From an optimization exercise on the open Yosys and OpenROAD flow, aimed at small area, a short achievable clock period and few clock cycles per item; shortcuts taken in it are not production practice.
Only simulation tests tie the RTL to the original design; equivalence was not proved.

==> flow/design.v (excerpt) <==
module keccak(clk, reset, in, in_ready, is_last, byte_num, buffer_full, out, out_ready);
Size in the first run: ~14000 cells after synthesis, roughly 2200 flip-flops, about 590 I/O pins, about 0.15 mm^2 of cells after synthesis.
==> flow/config.mk <==
export PLATFORM = sky130hd
export DESIGN_NAME = keccak
export DESIGN_NICKNAME = keccak
export VERILOG_FILES = /design/flow/design.v
export SDC_FILE = /design/flow/constraint.sdc
export NUM_CORES = 4
export LEC_CHECK = 0
export ABC_CLOCK_PERIOD_IN_PS = 4000
export CAP_MARGIN = 30
export CORE_MARGIN = 2
export CORE_UTILIZATION = 25
export GPL_ROUTABILITY_DRIVEN = 1
export GPL_TIMING_DRIVEN = 1
export PLACE_DENSITY = 0.35
export SETUP_SLACK_MARGIN = 5
export SLEW_MARGIN = 40
==> flow/constraint.sdc <==
create_clock -name core_clock -period 9.0 [get_ports {clk}]
set_input_delay 1.8000 -clock core_clock [delete_from_list [all_inputs] [get_ports {clk}]]
set_output_delay 1.8000 -clock core_clock [all_outputs]
set_load 0.01 [all_outputs]
run.sh (not shown) runs the stock make flow with config.mk's settings and CLKGATE_MAP_FILE= SYNTH_SCRIPT=/design/flow/synth_recipe.tcl, a recipe that flattens the netlist after the stock synthesis.
The starting point finished with timing, DRC and antenna clean.
Testbench counts at the start, summed over its fixed seeds: cycles 22,651, messages 320.
==> next run, changes <==
CORE_UTILIZATION = 30   (was 25)
PLACE_DENSITY = 0.45   (was 0.35)
What happened: Worst setup slack gets worse by 50 ps. First-iteration DRC count goes up by 8.3%. Utilization went up by 6.5 points. Sequential share of layout area barely changes. Cell area goes down by 0.59%. Wire length fell by 2.1%. Die area falls by 17%. Synthesized cell count does not change. Worst hold slack hardly moves.

========
keccak, a different RTL version from the one above (not shown whole).
For scale: about 14000 cells after synthesis.
Settings: LEC_CHECK=0, ABC_CLOCK_PERIOD_IN_PS=4000, CAP_MARGIN=30, CORE_MARGIN=2, CORE_UTILIZATION=30, CTS_CLUSTER_DIAMETER=100, CTS_CLUSTER_SIZE=24, GPL_ROUTABILITY_DRIVEN=1, GPL_TIMING_DRIVEN=1, PLACE_DENSITY=0.45, SETUP_SLACK_MARGIN=5, SLEW_MARGIN=40; clock period 9.0 ns.
standard.sh (not shown) runs the stock make flow with config.mk's settings and CLKGATE_MAP_FILE= SYNTH_SCRIPT=/design/flow/synth_recipe.tcl, a recipe that flattens the netlist after the stock synthesis.
==> flow/flow/run.sh <==
#!/bin/bash
# The standard flow (the standard.sh make command and settings) with
# three changes: the 3-input XOR/XNOR cells are not used (two 2-input ones
# are smaller and as fast), the port buffers are buf_4 cells rather than the
# default pick, and timing repair may change a cell's footprint.
set -euo pipefail
PDU=$(sed -n '/export DONT_USE_CELLS += /,/^#/p' "$FLOW_HOME/platforms/sky130hd/config.mk" | grep -o 'sky130_fd_sc_hd__[A-Za-z0-9_]*' | tr '\n' ' ')
X3="sky130_fd_sc_hd__xnor3_1 sky130_fd_sc_hd__xnor3_2 sky130_fd_sc_hd__xnor3_4 sky130_fd_sc_hd__xor3_1 sky130_fd_sc_hd__xor3_2 sky130_fd_sc_hd__xor3_4"
sed -e "s#\"\\\${@:-finish}\"#'DONT_USE_CELLS=$PDU $X3' MATCH_CELL_FOOTPRINT=0 'BUFFER_PORTS_ARGS=-buffer_cell sky130_fd_sc_hd__buf_4' \"\${@:-finish}\"#" \
    standard.sh > layout.sh
grep -q 'MATCH_CELL_FOOTPRINT=0' layout.sh
bash layout.sh finish > layout.log 2>&1
test -s out/final.def
Testbench counts at the start, summed over its fixed seeds: cycles 22,651, messages 320.
Then changed:
Settings changed: CAP_MARGIN 30 to 20, CORE_UTILIZATION 30 to 25, PLACE_DENSITY 0.45 to 0.35, SLEW_MARGIN 40 to 25.
What happened:
- The new run produced a clean layout
- clock-buffer cell count came out lower by 2
- first-iteration DRC count came out lower by 5.7%
- setup slack gets worse by 56 ps
- synthesized cell count does not change
- global-route usage came out lower by 8.2 points
- critical path depth is unchanged
- utilization came out lower by 6.9 points
- final area came out lower by 2.6%
- area after synthesis stays the same
Then changed:
Settings changed: CAP_MARGIN 20 to 30, CTS_CLUSTER_SIZE 24 to 30, SLEW_MARGIN 25 to 40.
What happened:
- hold slack stays flat
- cell area rises by about 3.3%
- clock skew falls by 8.9 ps
- die area does not change
- routed wire length goes down by about 0.4%
- fmax climbs by about 2.3%
- setup slack improved by 93 ps
Then changed:
==> flow/flow/run.sh (replaced) <==
#!/bin/bash
# The standard layout, with two changes: the port buffers are buf_4 cells
# rather than the default pick, and timing repair may change a cell's
# footprint (so it can resize the port buffers too).
set -euo pipefail
bash standard.sh synth > synth.log 2>&1
sed -e 's#"\${@:-finish}"#MATCH_CELL_FOOTPRINT=0 "BUFFER_PORTS_ARGS=-buffer_cell sky130_fd_sc_hd__buf_4" "${@:-finish}"#' \
    standard.sh > layout.sh
grep -q 'MATCH_CELL_FOOTPRINT=0' layout.sh
bash layout.sh finish > layout.log 2>&1
test -s out/final.def
Outcome:
- The new run completed with no timing, DRC or antenna violations
- maximum frequency came out higher by a few percent
- area after synthesis is higher by about a fifth
- global-route usage went down by 1.3 points

========
## build 11
keccak again, from the RTL that the note above started with.
Settings: LEC_CHECK=0, ABC_CLOCK_PERIOD_IN_PS=4000, CAP_MARGIN=30, CORE_MARGIN=2, CORE_UTILIZATION=25, CTS_CLUSTER_DIAMETER=100, CTS_CLUSTER_SIZE=24, GPL_ROUTABILITY_DRIVEN=1, GPL_TIMING_DRIVEN=1, PLACE_DENSITY=0.35, SETUP_SLACK_MARGIN=5, SLEW_MARGIN=40; clock period 9.0 ns.
==> flow/flow/run.sh <==
#!/bin/bash
# The standard flow (the standard.sh make command and settings) with
# three changes: the 3-input XOR/XNOR cells are not used (two 2-input ones
# are smaller and as fast), the port buffers are buf_4 cells rather than the
# default pick, and timing repair may change a cell's footprint.
set -euo pipefail
PDU=$(sed -n '/export DONT_USE_CELLS += /,/^#/p' "$FLOW_HOME/platforms/sky130hd/config.mk" | grep -o 'sky130_fd_sc_hd__[A-Za-z0-9_]*' | tr '\n' ' ')
X3="sky130_fd_sc_hd__xnor3_1 sky130_fd_sc_hd__xnor3_2 sky130_fd_sc_hd__xnor3_4 sky130_fd_sc_hd__xor3_1 sky130_fd_sc_hd__xor3_2 sky130_fd_sc_hd__xor3_4"
sed -e "s#\"\\\${@:-finish}\"#'DONT_USE_CELLS=$PDU $X3' MATCH_CELL_FOOTPRINT=0 'BUFFER_PORTS_ARGS=-buffer_cell sky130_fd_sc_hd__buf_4' \"\${@:-finish}\"#" \
    standard.sh > layout.sh
grep -q 'MATCH_CELL_FOOTPRINT=0' layout.sh
bash layout.sh finish > layout.log 2>&1
test -s out/final.def
Testbench counts of build 11, summed over its fixed seeds: cycles 22,651, messages 320.
--- input diff build 11..build 38 ---
diff --git a/flow/config.mk b/flow/config.mk
--- a/flow/config.mk
+++ b/flow/config.mk
@@ -12,2 +12,2 @@
-export CTS_CLUSTER_DIAMETER = 100
-export CTS_CLUSTER_SIZE = 24
+export CTS_CLUSTER_DIAMETER = 80
+export CTS_CLUSTER_SIZE = 20
Results
When the final numbers for build 11 and build 38 were put side by side, the share of cells above drive strength 1 turned out to be smaller in build 11. On non-filler instance count after layout: between build 11 and build 38, it ends up lower for build 11. Final wirelength of build 38 is on par with build 11. Any difference in global-route usage between build 11 and build 38 is small enough to ignore. From the logs: build 38 reached the end of the flow and failed the layout checks with capacitance limit, slew limit.
Changes in build 59 relative to build 38:
diff --git a/flow/config.mk b/flow/config.mk
--- a/flow/config.mk
+++ b/flow/config.mk
@@ -12,2 +11,0 @@
-export CTS_CLUSTER_DIAMETER = 80
-export CTS_CLUSTER_SIZE = 20
Findings:
- Build 59 ended with every stage complete and zero timing, DRC or antenna violations.
- Relative to build 38, build 59 improves post-route minimum period.
- [build 59] number of clock buffer instances in the layout rose 213 relative to build 38
- Looking at register-to-register slack, build 59 sits 0.08 ns higher than build 38 does.
- Compared with build 38, build 59 shows a lower final cycle utilization of the critical path.
- Wire length of the first global-routing pass ends up higher on build 59.

-- afterwards: timing with drivers on the ports --
In the flow no input, the clock included, has a driving cell. The finished layouts below were timed again as built, in two steps. Step 1 (the two cells are an assumption about what drives the block):
set clk [get_ports {clk}]
set_driving_cell -lib_cell sky130_fd_sc_hd__clkbuf_16 $clk
set_driving_cell -lib_cell sky130_fd_sc_hd__buf_2 [delete_from_list [all_inputs] $clk]
Step 2 moves the port delays by t, midway between the first and last clock arrival at a register: inputs arrive t later, outputs are due t later. That takes back most of the time a late clock gives input paths. Three values: no drivers, after step 1, after step 2; two values: the first two.
| run | t (ns) | setup slack, ns | worst setup path at the end | worst data-port slew with drivers (ns) |
|---|---|---|---|---|
| the first run of note 1 | 1.176 | 4.789 / 4.789 / 4.018 | input to register | 0.05 |
| the second run of note 1 | 1.165 | 4.740 / 4.740 / 4.079 | input to register | 0.05 |
| the first run of note 2 | 1.112 | 4.855 / 4.855 / 4.099 | input to register | 0.15 |
| the second run of note 2 | 1.135 | 4.799 / 4.799 / 4.049 | input to register | 0.09 |
| the third run of note 2 | 1.138 | 4.891 / 4.891 / 4.011 | input to register | 0.09 |
| the fourth run of note 2 | 1.159 | 5.013 / 4.863 / 4.095 | input to register | 0.11 |
| build 11 | 1.139 | 4.952 / 4.924 / 4.005 | input to register | 0.09 |
| build 38 | 1.145 | 4.850 / 4.850 / 4.001 | input to register | 0.09 |
| build 59 | 1.168 | 4.927 / 4.927 / 3.998 | input to register | 0.09 |
For build 11, which loses most, drivers alone change the setup slack by -0.028 ns; drivers and shift together by -0.947 ns.
